What follows belongs to an exercise in optimizing a design on an open flow for small area, a short achievable clock period and few clock cycles; a production flow would make more cautious choices. Function was checked by simulation only, so behaviour that the tests miss may differ from the original.

[flow/design.v]
module mux2 #(
    parameter N = 32
)(
    input [N-1:0] x,  
    input [N-1:0] y,  
    input sel,  
    output [N-1:0] z  
);
    assign z = (sel == 0) ? x : y;
endmodule
module mux4 #(
    parameter N = 32
)(
    input [N-1:0] v,  
    input [N-1:0] w,  
    input [N-1:0] x,  
    input [N-1:0] y,  
    input [1:0] sel,  
    output reg [N-1:0] z  
);
    always @(v or w or x or y or sel) begin
        case (sel)
            2'b00: z = v;
            2'b01: z = w;
            2'b10: z = x;
            2'b11: z = y;
        endcase
    end
endmodule
module alu #(
    parameter N = 32  
)(
    input clk,
    input rst,  
    input en,   
    input [N-1:0] x,
    input [N-1:0] y,
    input [3:0] mode,
    output reg [N-1:0] z
);
    reg [N-1:0] hi;  
    always @(posedge clk or negedge rst) begin
        if (rst == 1'b0) begin
            z <= 0;
            hi <= 0;
        end
        else if (en) begin
            case (mode)
                4'b0001: begin z <= x + y; end
                4'b0010: begin z <= x - y; end
                4'b0011: begin {hi, z} <= x * y; end
                4'b0100: begin
                    if (y == 0) begin
                        z <= {N{1'b1}}; hi <= x;
                    end
                    else begin
                        z <= x / y; hi <= x % y;
                    end
                end
                4'b0101: begin z <= x & y; end
                4'b0110: begin z <= x | y; end
                4'b0111: begin z <= x ^ y; end
                4'b1000: begin z <= ~(x | y); end    
                4'b1001: begin z <= x << y; end
                4'b1010: begin z <= x >> y; end
                4'b1011: begin z <= x < y; end
                4'b1101: begin z <= hi; end       
                4'b1110: begin z <= x == y; end
                4'b1111: begin z <= x != y; end
            endcase
        end
    end
endmodule
module registers #(
    parameter N = 32,  
    parameter M = 2   
)(
    input clk,  
    input rst,  
    input [M-1:0] r1,   
    input [M-1:0] r2,   
    input [M-1:0] w1,   
    input [N-1:0] mask,  
    input wf,   
    input [N-1:0] w,   
    output [N-1:0] v1,  
    output [N-1:0] v2  
);
    reg [N-1:0] regs[2**M-1:0];  
    integer i;
    assign v1 = (r1 == 0) ? 0 : regs[r1];
    assign v2 = (r2 == 0) ? 0 : regs[r2];
    always @(posedge clk or negedge rst) begin
        if (rst == 1'b0) begin
            for (i = 0; i < 2**M; i = i + 1) begin
                regs[i] <= 0;
            end
        end
        else if (wf == 1'b1) begin
            regs[w1] <= (regs[w1]&(~mask))|(w&mask);
        end
    end
endmodule
module controller (
    input clk,
    input rst,  
    input en,   
    input [N-1:0] instr,
    output reg [3:0] r1,  
    output reg [3:0] r2,
    output reg [3:0] w1,  
    output reg [N-1:0] imm,
    output reg [3:0] alu_mode,
    output reg imm_flag,   
    output reg [N-1:0] mask,  
    output reg reg_write,  
    output reg mem_write,  
    output reg mem_read,  
    output reg pc_read,  
    output reg is_jump,  
    output reg is_branch,  
    output reg is_halted  
);
    localparam N = 32;  
    localparam M = 16;  
    reg halted_flag;
    reg [3:0] n_alu_mode;
    reg [3:0] n_r1;
    reg [3:0] n_r2;
    reg [3:0] n_w1;
    reg n_imm_flag;
    reg [N-1:0] n_imm;
    reg [N-1:0] n_mask;
    reg n_reg_write;
    reg n_mem_write;
    reg n_mem_read;
    reg n_pc_read;
    reg n_is_jump;
    reg n_is_branch;
    reg n_is_halted;
    reg n_halted_flag;
    always @(*) begin
        n_alu_mode = alu_mode;
        n_r1 = r1;
        n_r2 = r2;
        n_w1 = w1;
        n_imm_flag = imm_flag;
        n_imm = imm;
        n_mask = mask;
        n_reg_write = reg_write;
        n_mem_write = mem_write;
        n_mem_read = mem_read;
        n_pc_read = pc_read;
        n_is_jump = is_jump;
        n_is_branch = is_branch;
        n_is_halted = is_halted;
        n_halted_flag = halted_flag;
        if (n_halted_flag == 0) begin
            casex (instr[31:29])
                3'b010, 3'b00x: begin
                    n_alu_mode = instr[30:27];
                    if (instr[26] == 0) begin
                        n_w1 = instr[25:22];   
                        n_r1 = instr[21:18];   
                        n_r2 = instr[17:14];   
                        n_imm = 0;
                        n_imm_flag = 0;
                    end
                    else begin
                        n_w1 = instr[25:22];   
                        n_r1 = instr[21:18];   
                        n_r2 = 4'b0;
                        n_imm = instr[17:0];   
                        n_imm_flag = 1;
                    end
                    n_mask = 32'hffffffff;
                    n_reg_write = 1;
                    n_mem_write = 0;
                    n_mem_read = 0;
                    n_pc_read = 0;
                    n_is_jump = 0;
                    n_is_branch = 0;
                    n_halted_flag = 0;
                end
                3'b011: begin
                    n_alu_mode = 4'b0001;  
                    n_w1 = instr[25:22];   
                    n_r1 = instr[21:18];   
                    n_r2 = instr[25:22];   
                    n_imm = instr[17:0];   
                    n_imm_flag = 1;
                    n_mask = {{16{instr[28]&instr[27]}}, {8{instr[28]}}, 8'b11111111};
                    n_pc_read = 0;
                    n_is_jump = 0;
                    n_is_branch = 0;
                    n_halted_flag = 0;
                    if (instr[26] == 0) begin
                        n_reg_write = 1;
                        n_mem_write = 0;
                        n_mem_read = 1;
                    end
                    else begin
                        n_reg_write = 0;
                        n_mem_write = 1;
                        n_mem_read = 0;
                    end
                end
                3'b100: begin
                    case (instr[31:26])
                        6'b100000: begin
                            n_alu_mode = 4'b1110;  
                            n_r1 = instr[25:22];  
                            n_r2 = instr[21:18];  
                            n_w1 = 0;
                            n_imm = instr[17:0];   
                            n_imm_flag = 0;
                            n_mask = 0;
                            n_reg_write = 0;
                            n_mem_write = 0;
                            n_mem_read = 0;
                            n_pc_read = 0;
                            n_is_jump = 0;
                            n_is_branch = 1;
                            end
                        6'b100001: begin
                            n_alu_mode = 4'b1111;  
                            n_r1 = instr[25:22];  
                            n_r2 = instr[21:18];  
                            n_w1 = 0;
                            n_imm = instr[17:0];   
                            n_imm_flag = 0;
                            n_mask = 0;
                            n_reg_write = 0;
                            n_mem_write = 0;
                            n_mem_read = 0;
                            n_pc_read = 0;
                            n_is_jump = 0;
                            n_is_branch = 1;
                        end
                        6'b100010: begin
                            n_alu_mode = 4'b0001;  
                            n_r1 = 0;  
                            n_r2 = 0;
                            n_w1 = 0;
                            n_imm = instr[25:14];
                            n_imm_flag = 1;
                            n_mask = 0;
                            n_reg_write = 0;
                            n_mem_write = 0;
                            n_mem_read = 0;
                            n_pc_read = 0;
                            n_is_jump = 1;
                            n_is_branch = 0;
                        end
                        6'b100011: begin
                            n_alu_mode = 4'b0001;  
                            n_r1 = 0;  
                            n_r2 = instr[25:22];   
                            n_w1 = 0;
                            n_imm = instr[25:14];
                            n_imm_flag = 1;
                            n_mask = 0;
                            n_reg_write = 0;
                            n_mem_write = 0;
                            n_mem_read = 0;
                            n_pc_read = 0;
                            n_is_jump = 1;
                            n_is_branch = 0;
                        end
                        6'b100100: begin
                            n_alu_mode = 4'b0001;  
                            n_r1 = 0;  
                            n_r2 = 0;
                            n_w1 = 4'b1111;  
                            n_imm = instr[25:14];
                            n_imm_flag = 1;
                            n_mask = 32'hffffffff;
                            n_reg_write = 1;
                            n_mem_write = 0;
                            n_mem_read = 0;
                            n_pc_read = 1;
                            n_is_jump = 1;
                            n_is_branch = 0;
                        end
                        6'b100101: begin
                            n_alu_mode = 4'b1101;  
                            n_w1 = instr[25:22];   
                            n_r1 = 0;
                            n_r2 = 0;
                            n_imm = 0;
                            n_imm_flag = 0;
                            n_mask = 32'hffffffff;
                            n_reg_write = 1;
                            n_mem_write = 0;
                            n_mem_read = 0;
                            n_pc_read = 0;
                            n_is_jump = 0;
                            n_is_branch = 0;
                        end
                        default: begin
                            n_halted_flag = 1;
                        end
                    endcase
                end
                default: begin
                    n_halted_flag = 1;
                end
            endcase
        end
        if (n_halted_flag) begin
            n_alu_mode = 1'b0;
            n_r1 = 0;
            n_r2 = 0;
            n_w1 = 2'b00;
            n_imm = 0;
            n_imm_flag = 0;
            n_mask = 0;
            n_reg_write = 0;
            n_mem_write = 0;
            n_mem_read = 0;
            n_pc_read = 0;
            n_is_jump = 0;
            n_is_branch = 0;
            n_is_halted = 1;
        end
    end
    always @(posedge clk or negedge rst) begin
        if (rst == 1'b0) begin
            alu_mode <= 0;
            r1 <= 0;
            r2 <= 0;
            w1 <= 0;
            imm_flag <= 0;
            imm <= 0;
            mask <= 0;
            reg_write <= 0;
            mem_write <= 0;
            mem_read <= 0;
            pc_read <= 0;
            is_jump <= 0;
            is_branch <= 0;
            is_halted <= 0;
            halted_flag <= 0;
        end
        else if (en) begin
            alu_mode <= n_alu_mode;
            r1 <= n_r1;
            r2 <= n_r2;
            w1 <= n_w1;
            imm_flag <= n_imm_flag;
            imm <= n_imm;
            mask <= n_mask;
            reg_write <= n_reg_write;
            mem_write <= n_mem_write;
            mem_read <= n_mem_read;
            pc_read <= n_pc_read;
            is_jump <= n_is_jump;
            is_branch <= n_is_branch;
            is_halted <= n_is_halted;
            halted_flag <= n_halted_flag;
        end
    end
endmodule
module cpu(
    input clk,
    input rst,  
    output [9:0] imem_addr,    
    input [31:0] imem_rdata,   
    output [11:0] dmem_addr,   
    output [31:0] dmem_wdata,  
    output [3:0] dmem_wmask,   
    output dmem_we,            
    input [31:0] dmem_rdata,   
    output reg is_halted
);
    localparam N = 32;
    localparam M = 10;
    reg [M-1:0] pc;  
    reg [3:0] state;
    wire [3:0] r1;
    wire [3:0] r2;
    wire [3:0] w1;
    wire [N-1:0] imm;
    wire imm_flag;
    wire [N-1:0] mask;
    wire reg_write;
    wire mem_write;
    wire mem_read;
    wire [3:0] alu_mode;
    wire pc_read;
    wire is_branch;
    wire is_jump;
    wire halted_flag;
    wire [N-1:0] v1;
    wire [N-1:0] v2;
    wire [N-1:0] m1;   
    wire [N-1:0] memv;   
    wire [N-1:0] z;
    wire [N-1:0] w;
    wire running = (halted_flag == 0);
    controller controller(
        .clk(clk),
        .rst(rst),
        .en(running && state == 4'b0000),
        .instr(imem_rdata),
        .alu_mode(alu_mode),
        .r1(r1),
        .r2(r2),
        .w1(w1),
        .imm(imm),
        .imm_flag(imm_flag),
        .mask(mask),
        .reg_write(reg_write),
        .mem_write(mem_write),
        .mem_read(mem_read),
        .pc_read(pc_read),
        .is_branch(is_branch),
        .is_jump(is_jump),
        .is_halted(halted_flag));
    registers #(.M(4)) registers(
        .clk(clk),
        .rst(rst),
        .r1(r1),
        .r2(r2),
        .w1(w1),
        .mask(mask),
        .wf(running && state == 4'b0100 && reg_write),
        .w(w),
        .v1(v1),
        .v2(v2));
    mux2 aluinputmux(
        .x(v2),
        .y(imm),
        .sel(imm_flag),
        .z(m1));
    alu alu(
        .clk(clk),
        .rst(rst),
        .en(running && state == 4'b0010),
        .x(v1),
        .y(m1),
        .mode(alu_mode),
        .z(z));
    mux4 regwritemux(
        .v(z),
        .w({22'b0, pc + 10'd4}),
        .x(memv),
        .y(32'h0),
        .sel({mem_read, pc_read}),
        .z(w));
    assign imem_addr = pc;
    assign dmem_addr = z[M+2-1:0];
    assign dmem_wdata = v2;
    assign dmem_wmask = {mask[24], mask[16], mask[8], mask[0]};
    assign dmem_we = running && state == 4'b0011 && mem_write;
    assign memv = dmem_rdata;
    always @(posedge clk or negedge rst) begin
        if (rst == 1'b0) begin
            pc <= 0;
            state <= 4'b0000;
            is_halted <= 0;
        end
        else if (halted_flag == 0) begin
            case (state)
                4'b0000: begin
                    state <= 4'b0001;
                end
                4'b0001: begin
                    state <= 4'b0010;
                end
                4'b0010: begin
                    state <= 4'b0011;
                end
                4'b0011: begin
                    state <= 4'b0100;
                end
                4'b0100: begin
                    state <= 4'b0101;
                end
                4'b0101: begin
                    if (is_jump) begin
                        pc <= z[M-1:0];
                    end
                    else if (is_branch & z[0] == 1) begin
                        pc <= imm;
                    end
                    else begin
                        pc <= pc + 4;
                    end
                    state <= 4'b0000;
                end
            endcase
        end
        else begin
            is_halted <= 1;
        end
    end
endmodule
[flow/run.sh]
#!/bin/bash
# synth_recipe.tcl (not shown) runs the flow's synth.tcl, then flattens the netlist and writes it again
# the make line also repeats each setting of config.mk as NAME=value (left out here)
make -C /OpenROAD-flow-scripts/flow DESIGN_CONFIG=/design/flow/config.mk WORK_HOME=/design/flow/orfs CLKGATE_MAP_FILE= SYNTH_SCRIPT=/design/flow/synth_recipe.tcl finish
[flow/config.mk]
export PLATFORM = sky130hd
export DESIGN_NAME = cpu
export DESIGN_NICKNAME = cpu
export VERILOG_FILES = /design/flow/design.v
export SDC_FILE = /design/flow/constraint.sdc
export NUM_CORES = 4
export LEC_CHECK = 0
export CAP_MARGIN = 40
export CORE_MARGIN = 2
export CORE_UTILIZATION = 30
export SLEW_MARGIN = 40
[flow/constraint.sdc]
create_clock -name core_clock -period 110.0 [get_ports {clk}]
set_input_delay 22.0000 -clock core_clock [delete_from_list [all_inputs] [get_ports {clk}]]
set_output_delay 22.0000 -clock core_clock [all_outputs]
set_load 0.01 [all_outputs]
==> metrics.md <==
| Metric | Value |
|---|---|
| Final layout net count | around 15000 |
| Count of buffer and inverter cells on the critical path | 26 |
| HP Start | controller.is_branch |
| Final weighted congestion of routability-driven global placement | roughly 1.1 |
| Syn Area/Cell | between 7 and 8 um^2 |
| Synthesized netlist net count | about 16000 |
| Library cell used as clock root buffer | sky130_fd_sc_hd__clkbuf_16 |
| Number of gates resized after CTS | 0 |
| Cell repeated most along the worst path | sky130_fd_sc_hd__ha_1 |
| Setup Buffers After CTS | 0 |
| Startpoint of the worst-slack reg-to-reg timing path | controller.r2[3] |
| Number of core rows | approximately 220 |
| Maximum number of pins on one net before global-route repair | roughly 140 |
| R2R Path End | alu.hi[28] |
| Global-route wire length before repair | 809000 um |
| Startpoint types | register |
| Global routing usage summed across all routing layers | 0.314 |
| Max Slew Vio Count | 0 |
| Top-level port count | roughly 130 |
| CP delay by family, top | compound AO/OA/AOI/OAI gates |
| Final Instance Area | around 120000 um^2 |
| Synthesized netlist cell count | ~14000 |
| Clk Latency, worst-skew pair | roughly 740 ps |
| Endpoint kind of the worst setup timing path | register |
| Height of the chip | between 500 and 600 um |
| Final TNS setup | 0 ps |
| Required arrival time at the worst endpoint | between 100000 and 150000 ps |
| Total via count after detailed routing | about 110k |
| Length in cells of the worst reg-to-reg path | approximately 350 |
| Antenna violations before repair | 62 |
| Maximum cell stage delay along the critical path | ~850 ps |
| Count of TritonRoute iterations in the first routing pass | 9 |
| Number of hold buffers added after CTS | 0 |
| Share of post-route cells with drive strength above 1 | 0.0757 |
| Fraction of synthesis flops using an asynchronous set or reset pin | 1.00 |
| Average detailed-routed wire length per instance | ~32 um |
| Placed standard-cell area | about 110000 um^2 |
| Average vias per placed instance | around 6.2 |
| Critical path class | reg -> reg |
| Top flip-flop cell by instance count after synthesis | sky130_fd_sc_hd__dfrtp_1 |
| Core area | ~350000 um^2 |
| Number of instances on the worst hold path | 2 |
| CTS clock-pin slew for the worst setup and hold paths | 60 ps |
| Unrepaired setup endpoints after global routing | no |
| Register bit total from synthesis | about 640 |
| Layout area overhead | 10.4% |
| Gr ovfl total | 0 |
| Setup slack on the worst flop-to-flop path | around 12000 ps |
| Number of max-capacitance violations reported | 0 |
| Count of different cell masters after synthesis | between 100 and 150 |
| Final setup skew | around 49 ps |
| Period utilisation layout | 0.887 |
| # H-tree levels | 3 |
| Clock tree from TritonCTS | done |
| Post-layout min period | 97580 ps |
| Detailed-route DRC error count | 0 |
| Crit path arrival time | a little under 100000 ps |
| Starting utilization of the core area | 0.302 |
| Maximum fanout along the worst path | 65 |
| Highest clock rate | around 0.010 GHz |
| Die footprint | 357000 um^2 |
| Total of endpoints with negative setup slack in the final report | 0 |
| Final wirelength | roughly 580000 um |
| Die X | 597 um |
| Worst-Margin Slew | ~1000 ps |
| Number of warnings printed during yosys synthesis | 6 |
| Worst hold path type | reg -> reg |
| Dpl hpwl | ~420000 um |
| Number of nets with antenna violations after detailed routing | 0 |
| Worst relative slew slack | 0.296 |
| Count of non-filler cells in the finished layout | around 18000 |
| Util after Layout | 0.333 |
| Capture endpoint of the worst hold path | controller.is_branch |
| Synthesized cell area | 106000 um^2 |
| Share of synthesized area occupied by flip-flops and latches | 0.151 |
| Clock tree buffer depth | 3 |
| Sink count of the clock tree | between 600 and 700 |
| Violation count after the first detailed-route iteration | 15981 |
| Count of flip-flops with a built-in enable after synthesis | 0 |
| Critical-path cell with the highest stage delay | sky130_fd_sc_hd__dfrtp_4 |
| Number of global-route vias before repair | between 100k and 150k |
| Number of cells in the design after placement | 17950 |
| Number of hold violations in the final report | 0 |
| Port Buffer Count | about 130 |
| Run status | finished clean |
| Clock buffer count from CTS | 80 |
[stage by stage]
step                      setup WS, ps  hold WS [ps]
final                            12420           503
after global routing              5940           522
after CTS                        14560           505
after detailed placement         15000           490
after global placement           14240           483
after floorplan                  27880           442
[layer usage]
layer | vias to the layer above | routed length, um | share of wire | track usage
li1 | 47302 | - | - | -
met1 | 55500 | 223000 | 0.39 | 0.400
met2 | 7632 | 234000 | 0.41 | 0.454
met3 | 1851 | 72400 | 0.13 | 0.0992
met4 | 50 | 47200 | 0.082 | 0.209
met5 | - | 640 | 0.0011 | 0.00541
[worst register-to-register path, delay by kind of cell, from the launching register on]
family / cells / cell delay (ps)
fa+ha+maj: 31 / 9660
buf+inv: 26 / 6890
simple gates: 86 / 22720
flops: 1 / 850
mux: 2 / 610
compound gates: 203 / 56720
[synth_stat cells, drive strengths merged (106+ instances only)]
library cell	instances	area share
nor2	1591	0.057
nand2	1534	0.055
a21oi	1351	0.064
inv	1253	0.045
fa	899	0.17
ha	891	0.11
dfrtp	636	0.15
clkbuf	627	0.022
o21ai	587	0.028
a22oi	331	0.024
nor3	275	0.013
nand3	268	0.013
xnor2	256	0.021
buf	243	0.011
a21o	218	0.016
o21a	177	0.013
xor2	154	0.013
a31oi	136	0.0082
mux2i	135	0.013
a211oi	110	0.0079
a221oi	110	0.0092
nor2b	106	0.0064
[cells by family (layout without fill, tap and decap cells)]
group                      count (synthesis)  after routing  synth area share
AOI/OAI and AO/OA                       3968           3968             0.246
xor gates and xnor gates                 410            410            0.0340
adders and majority gates               1790           1790             0.276
buffers and inverters                   2144           1963            0.0788
DFF                                      636            636             0.151
muxes                                    243            243            0.0250
other                                      0             28                 0
and+or+nand+nor                         4494           4494             0.189
[state kept, by name (all words and copies together), names as in the netlist, 3 cells and up]
register             flops
controller.mask          3
controller.imm          18
alu.hi                  32
controller.alu_mode      4
controller.r1            4
pc                      10
controller.r2            4
controller.w1            4
state                    3
registers.regs         512
alu.z                   32
[worst max path at each step]
stage | from | to | cells after the start
floorplan | controller.r2[0] | alu.hi[27] | 379
global placement | controller.r2[1] | alu.hi[8] | 346
detailed placement | controller.r2[1] | alu.hi[28] | 348
CTS | controller.r2[1] | alu.hi[28] | 346
global route | controller.r2[3] | alu.hi[28] | 352
finish | controller.r2[3] | alu.hi[28] | 348
[final cells by class]
cell class	instances	area [um^2]
diodes	28	70.1
multi-input cells	10905	82600
repair buffers	542	4610
flip-flops and latches	636	15900
inverters	1274	4780
clock buffers	112	2290
fillers	37093	233000
well taps	4599	5750
clock inverters	35	485
[cells in the final DEF (no fill, tap or decap), drive strengths merged, types with 50 or more instances in the layout]
master,count
nor2,1591
nand2,1534
a21oi,1351
inv,1256
fa,899
ha,891
dfrtp,636
o21ai,587
buf,419
a22oi,331
nor3,275
nand3,268
xnor2,256
a21o,218
o21a,177
xor2,154
a31oi,136
mux2i,135
clkdlybuf4s50,122
clkbuf,113
a221oi,110
a211oi,110
nor2b,106
mux2,102
nand4,102
nand2b,100
a22o,95
o22ai,95
or3,89
and3,86
o211ai,80
and2,78
or2,60
o31ai,56
o21bai,50
Testbench counts, summed over its fixed seeds: cycles 264,018.

-- static timing again, ports no longer ideal --
The flow's constraints put no driver on any port. The routed layout listed below was extracted and timed again, unchanged, in two steps. Step 1, drivers: a clkbuf_16 drives clk and a buf_2 each remaining input, both assumed. Step 2 also shifts input and output timing later by t, the mid clock arrival at the registers, as if the neighbouring blocks saw the same clock. Slacks: ideal ports / drivers / drivers and shift; pairs: ideal ports / drivers.
t, ns: 0.811
slack for setup (ns): 12.418 / 12.418 / 12.418
hold slack, ns: 0.503 / 0.503 / 0.503
worst slew at a driven data input, ns: 0.07
pins driven straight from the clock port: 1
After both steps this run still meets setup and hold. For this run, drivers alone change the setup slack by 0.000 ns; drivers and shift together by 0.000 ns.
